Context: an optimization exercise on an open-source flow, tuned for small area. The choices shown serve that exercise and are no tape-out recipe. At most, simulation tests tie the RTL to the original design; equivalence was not proved.

==> flow/design.v <==
`timescale 1ns / 1ps
module t_ff(
    input  logic clk, reset,
    input  logic t,
    output logic q
    );
    always_ff@(posedge clk, posedge reset)
    begin
        if(reset)
            q <= 1'b0;
        else if(t)
            q <= ~q;
    end
endmodule
`timescale 1ns / 1ps
module timerMs_input
    #(parameter bits = 16)(
    input logic clk, reset,
    input logic [bits - 1:0] finalValue,
    output logic done
    );
    localparam logic [31:0] INV = 32'h68c26139;  
    logic [31:0] s_reg;
    assign done = (s_reg == {{(26-bits){1'b0}}, finalValue, 6'b0});
    always_ff@(posedge clk, posedge reset)
    begin
        if(reset)
            s_reg <= 0;
        else
            s_reg <= (done ? 32'd0 : s_reg) + INV;
    end
endmodule
`timescale 1ns / 1ps
module singleLedBlink
    #(parameter bits = 16)(
    input logic clk, reset,
    input logic [bits - 1:0] finalValue,
    output logic led
    );
    logic timerOut;
    timerMs_input #(.bits(bits)) timer (
        .clk(clk),
        .reset(reset),
        .finalValue(finalValue),
        .done(timerOut)
    );
    t_ff TFF (
        .clk(clk),
        .reset(reset),
        .t(timerOut),
        .q(led)
    );
endmodule
`timescale 1ns / 1ps
module blinkingLeds
    #(parameter W = 4)(  
    input logic clk, reset,
    input  logic cs,
    input  logic read,
    input  logic write,
    input  logic [4:0] addr,
    input  logic [31:0] wr_data,
    output logic [31:0] rd_data,
    output logic [W-1:0] LED
    );
    logic [15:0] led_reg [3:0]; 
    logic wr_en;
    generate
        genvar i;
        for(i=0; i<4; i=i+1)
        begin: blinkingCircuit
            singleLedBlink #(.bits(16)) blink (
                .clk(clk),
                .reset(reset),
                .finalValue(led_reg[i]),
                .led(LED[i])
            );
        end
    endgenerate
    always_ff@(posedge clk, posedge reset)
    begin
        if(reset)
        begin
            led_reg[0] <= 0;
            led_reg[1] <= 0;
            led_reg[2] <= 0;
            led_reg[3] <= 0;
        end
        else
        begin
            if(wr_en)
            begin
                if(addr[1:0] == 2'b00)
                    led_reg[0] <= wr_data[15:0];   
                if(addr[1:0] == 2'b01)
                    led_reg[1] <= wr_data[15:0];   
                if(addr[1:0] == 2'b10)
                    led_reg[2] <= wr_data[15:0];   
                if(addr[1:0] == 2'b11)
                    led_reg[3] <= wr_data[15:0];   
            end
        end
    end
    assign wr_en = write && cs && (addr <= 3);
    assign rd_data = 0;
endmodule
clock: 10.0 ns
lec_check: 0
cap_margin: 20
core_margin: 2
core_utilization: 40
slew_margin: 20
run.sh (not shown) runs the stock make flow with config.mk's settings and CLKGATE_MAP_FILE= SYNTH_SCRIPT=/design/flow/synth_recipe.tcl, a recipe that flattens the netlist after the stock synthesis.
The baseline finished clean.
Edit:
--- a/flow/design.v
+++ b/flow/design.v
@@ -19,16 +19,16 @@
     input logic [bits - 1:0] finalValue,
     output logic done
     );
-    localparam logic [31:0] INV = 32'h68c26139;  
-    logic [31:0] s_reg;
-    assign done = (s_reg == {{(26-bits){1'b0}}, finalValue, 6'b0});
+    logic [2*bits-1:0] r_reg, r_next;
     always_ff@(posedge clk, posedge reset)
     begin
         if(reset)
-            s_reg <= 0;
+            r_reg <= 0;
         else
-            s_reg <= (done ? 32'd0 : s_reg) + INV;
+            r_reg <= r_next;
     end
+    assign r_next = (r_reg == finalValue * 1_000_000)? 1 : r_reg + 1;
+    assign done = (r_reg == finalValue * 1_000_000);
 endmodule
 `timescale 1ns / 1ps
 module singleLedBlink
Result:
- The new run finished clean
- worst setup slack got worse by 3.3 ns
- first-iteration DRC count is higher by about 50%
- die area is higher by 130%
- clock skew is higher by 0.0070 ns
- critical path depth is higher by 14
- core utilization is lower by 0.90 points
- via count is higher by about 140%
- global-route usage is higher by 2.1 points
- wire length is higher to 2.6 times its value

blinkingLeds, a different RTL version from the one above (not shown whole).
Size in the first run: ~750 cells after synthesis, about 180 flip-flops, roughly 7900 µm² of cells after synthesis.
==> module blinkingLeds, before the edit <==
module blinkingLeds
    #(parameter W = 4)(  
    input logic clk, reset,
    input  logic cs,
    input  logic read,
    input  logic write,
    input  logic [4:0] addr,
    input  logic [31:0] wr_data,
    output logic [31:0] rd_data,
    output logic [W-1:0] LED
    );
    logic [15:0] led_reg [3:0];
    logic wr_en;
    logic [5:0] phase;
    logic phase_low_zero, phase_zero, phase_wrap;
    assign phase_low_zero = (phase[4:0] == 5'd0);
    always_ff@(posedge clk, posedge reset)
    begin
        if(reset)
            phase <= 0;
        else
            phase <= {phase[4:0], phase[5] ^ phase[4] ^ phase_low_zero};
    end
    assign phase_zero = phase_low_zero & ~phase[5];
    assign phase_wrap = phase_low_zero & phase[5];
    generate
        genvar i;
        for(i=0; i<4; i=i+1)
        begin: blinkingCircuit
            singleLedBlink #(.bits(16)) blink (
                .clk(clk),
                .reset(reset),
                .phase_zero(phase_zero),
                .phase_wrap(phase_wrap),
                .finalValue(led_reg[i]),
                .led(LED[i])
            );
        end
    endgenerate
    always_ff@(posedge clk, posedge reset)
    begin
        if(reset)
        begin
            led_reg[0] <= 0;
            led_reg[1] <= 0;
            led_reg[2] <= 0;
            led_reg[3] <= 0;
        end
        else
        begin
            if(wr_en)
            begin
                if(addr[1:0] == 2'b00)
                    led_reg[0] <= wr_data[15:0];
                if(addr[1:0] == 2'b01)
                    led_reg[1] <= wr_data[15:0];
                if(addr[1:0] == 2'b10)
                    led_reg[2] <= wr_data[15:0];
                if(addr[1:0] == 2'b11)
                    led_reg[3] <= wr_data[15:0];
            end
        end
    end
    assign wr_en = write && cs && (addr <= 3);
    assign rd_data = 0;
endmodule
==> flow/config.mk <==
export PLATFORM = sky130hd
export DESIGN_NAME = blinkingLeds
export DESIGN_NICKNAME = blinkingLeds
export VERILOG_FILES = /design/flow/design.v
export SDC_FILE = /design/flow/constraint.sdc
export NUM_CORES = 4
export LEC_CHECK = 0
export CAP_MARGIN = 20
export CORE_MARGIN = 2
export CORE_UTILIZATION = 70
export PLACE_DENSITY = 0.8
export SLEW_MARGIN = 20
==> flow/constraint.sdc <==
create_clock -name core_clock -period 10.0 [get_ports {clk}]
set_input_delay 2.0000 -clock core_clock [delete_from_list [all_inputs] [get_ports {clk}]]
set_output_delay 2.0000 -clock core_clock [all_outputs]
set_load 0.01 [all_outputs]
standard.sh (not shown) runs the stock make flow with config.mk's settings and CLKGATE_MAP_FILE= SYNTH_SCRIPT=/design/flow/synth_recipe.tcl, a recipe that flattens the netlist after the stock synthesis.
==> flow/flow/run.sh <==
#!/bin/bash
# Own layout flow: the standard ORFS flow (standard.sh) with
#  - synthesis through synth_area.tcl (area-oriented ABC mapping),
#  - port buffers of the smallest buffer cell,
#  - CTS without dummy loads,
#  - one tie cell for all constant outputs (no tie fanout repair),
set -euo pipefail
here=$(cd "$(dirname "$0")" && pwd)
bash standard.sh \
  SYNTH_SCRIPT="$here/synth_area.tcl" \
  BUFFER_PORTS_ARGS="-buffer_cell sky130_fd_sc_hd__buf_1" \
  CTS_ARGS="-sink_clustering_enable -repair_clock_nets -dont_use_dummy_load -buf_list sky130_fd_sc_hd__clkbuf_8" \
  SKIP_REPAIR_TIE_FANOUT=1 \
  finish > make_flow.log 2>&1
==> flow/flow/area.abc <==
strash
&get -n
&fraig -x
&put
dc2
strash
&get -n
&dch -f
&nf -R 1000 -p
&put
strash
&get -n
&dch -f
&nf -R 1000 -p
&put
==> flow/flow/mux_a22o.v <==
module sky130_fd_sc_hd__mux2_1 (input A0, input A1, input S, output X);
  wire s_n;
  sky130_fd_sc_hd__inv_1 sel_inv (.A(S), .Y(s_n));
  sky130_fd_sc_hd__a22o_1 _TECHMAP_REPLACE_ (.A1(S), .A2(A1), .B1(s_n), .B2(A0), .X(X));
endmodule
==> flow/flow/synth_area.tcl <==
# The standard synthesis script (synth_recipe.tcl), with one change: ABC
# maps the combinational logic with an area-oriented script (area.abc)
# instead of ORFS's delay-oriented one, and mux2 cells become a22o cells
# (mux_a22o.v). Registers are mapped before ABC runs,
# so they come out exactly as in the standard synthesis.
set flow_dir [file dirname [file normalize [info script]]]
set area_abc_script [file join $flow_dir area.abc]
set mux_map [file join $flow_dir mux_a22o.v]
proc synth {args} { yosys synth -nofsm -noshare {*}$args }
proc abc {args} {
  set i [lsearch -exact $args -script]
  lset args [expr {$i + 1}] $::area_abc_script
  yosys abc {*}$args
  # 2:1 muxes on a shared select: a22o plus one shared inverter per select
  yosys techmap -map $::mux_map t:sky130_fd_sc_hd__mux2_1
  yosys opt_merge -share_all t:sky130_fd_sc_hd__inv_1
  yosys opt_clean
}
source $::env(SCRIPTS_DIR)/synth.tcl
# left out here: clear keep_hierarchy, flatten, clean up, hide names made inside functions, write 1_2_yosys.v
Change:
--- a/flow/design.v
+++ b/flow/design.v
@@ -90,6 +90,5 @@
     logic wr_en;
     logic [5:0] phase;
-    logic phase_low_zero, phase_zero, phase_wrap;
-    assign phase_low_zero = (phase[4:0] == 5'd0);
+    logic phase_zero, phase_wrap;
     always_ff@(posedge clk, posedge reset)
     begin
@@ -97,8 +96,8 @@
             phase <= 0;
         else
-            phase <= {phase[4:0], phase[5] ^ phase[4] ^ phase_low_zero};
+            phase <= phase + 1;
     end
-    assign phase_zero = phase_low_zero & ~phase[5];
-    assign phase_wrap = phase_low_zero & phase[5];
+    assign phase_zero = (phase == 6'd0);
+    assign phase_wrap = (phase == 6'd63);
     generate
         genvar i;
What happened: Sequential share of layout area drops by 0.46 points. Final area rose by 0.86%. Worst setup slack gets better by 150 ps. Non-clock buffer count does not change. Worst hold slack improves by 100 ps. Routed wire length hardly moves.
Only the layout flow was run in the second run of this note; the RTL was not checked for function there.

-- what the ideal ports hide --
No port has a modelled driver above. Below, the same layouts with a new extraction and two added sets of constraints.
Step 1 sets driving cells, clkbuf_16 on the clock port and buf_2 on the other inputs (assumed; they add their load-dependent delay and slew).
Step 2 also shifts input and output timing later by t, the mid clock arrival at the registers, as if the neighbouring blocks saw the same clock.
Three values: no drivers, after step 1, after step 2; two values: the first two.
| run | t (ns) | setup WS [ns] | hold slack, ns | worst setup path after step 2 | worst register clock-pin slew, ns |
|---|---|---|---|---|---|
| the first run of note 1 | 0.485 | 6.136 / 6.161 / 5.676 | 0.471 / 0.471 / 0.471 | input to register | 0.08 / 0.08 |
| the second run of note 1 | 0.548 | 2.862 / 2.862 / 2.862 | 0.467 / 0.467 / 0.467 | register to register | 0.09 / 0.09 |
| the first run of note 2 | 0.492 | 5.352 / 5.352 / 5.352 | 0.368 / 0.368 / 0.368 | register to register | 0.09 / 0.09 |
| the second run of note 2 | 0.481 | 5.503 / 5.503 / 5.503 | 0.471 / 0.471 / 0.471 | register to register | 0.08 / 0.08 |
After both steps every run listed still meets setup and hold. For the first run of note 1, which loses most, drivers alone change the setup slack by +0.025 ns; drivers and shift together by -0.460 ns.
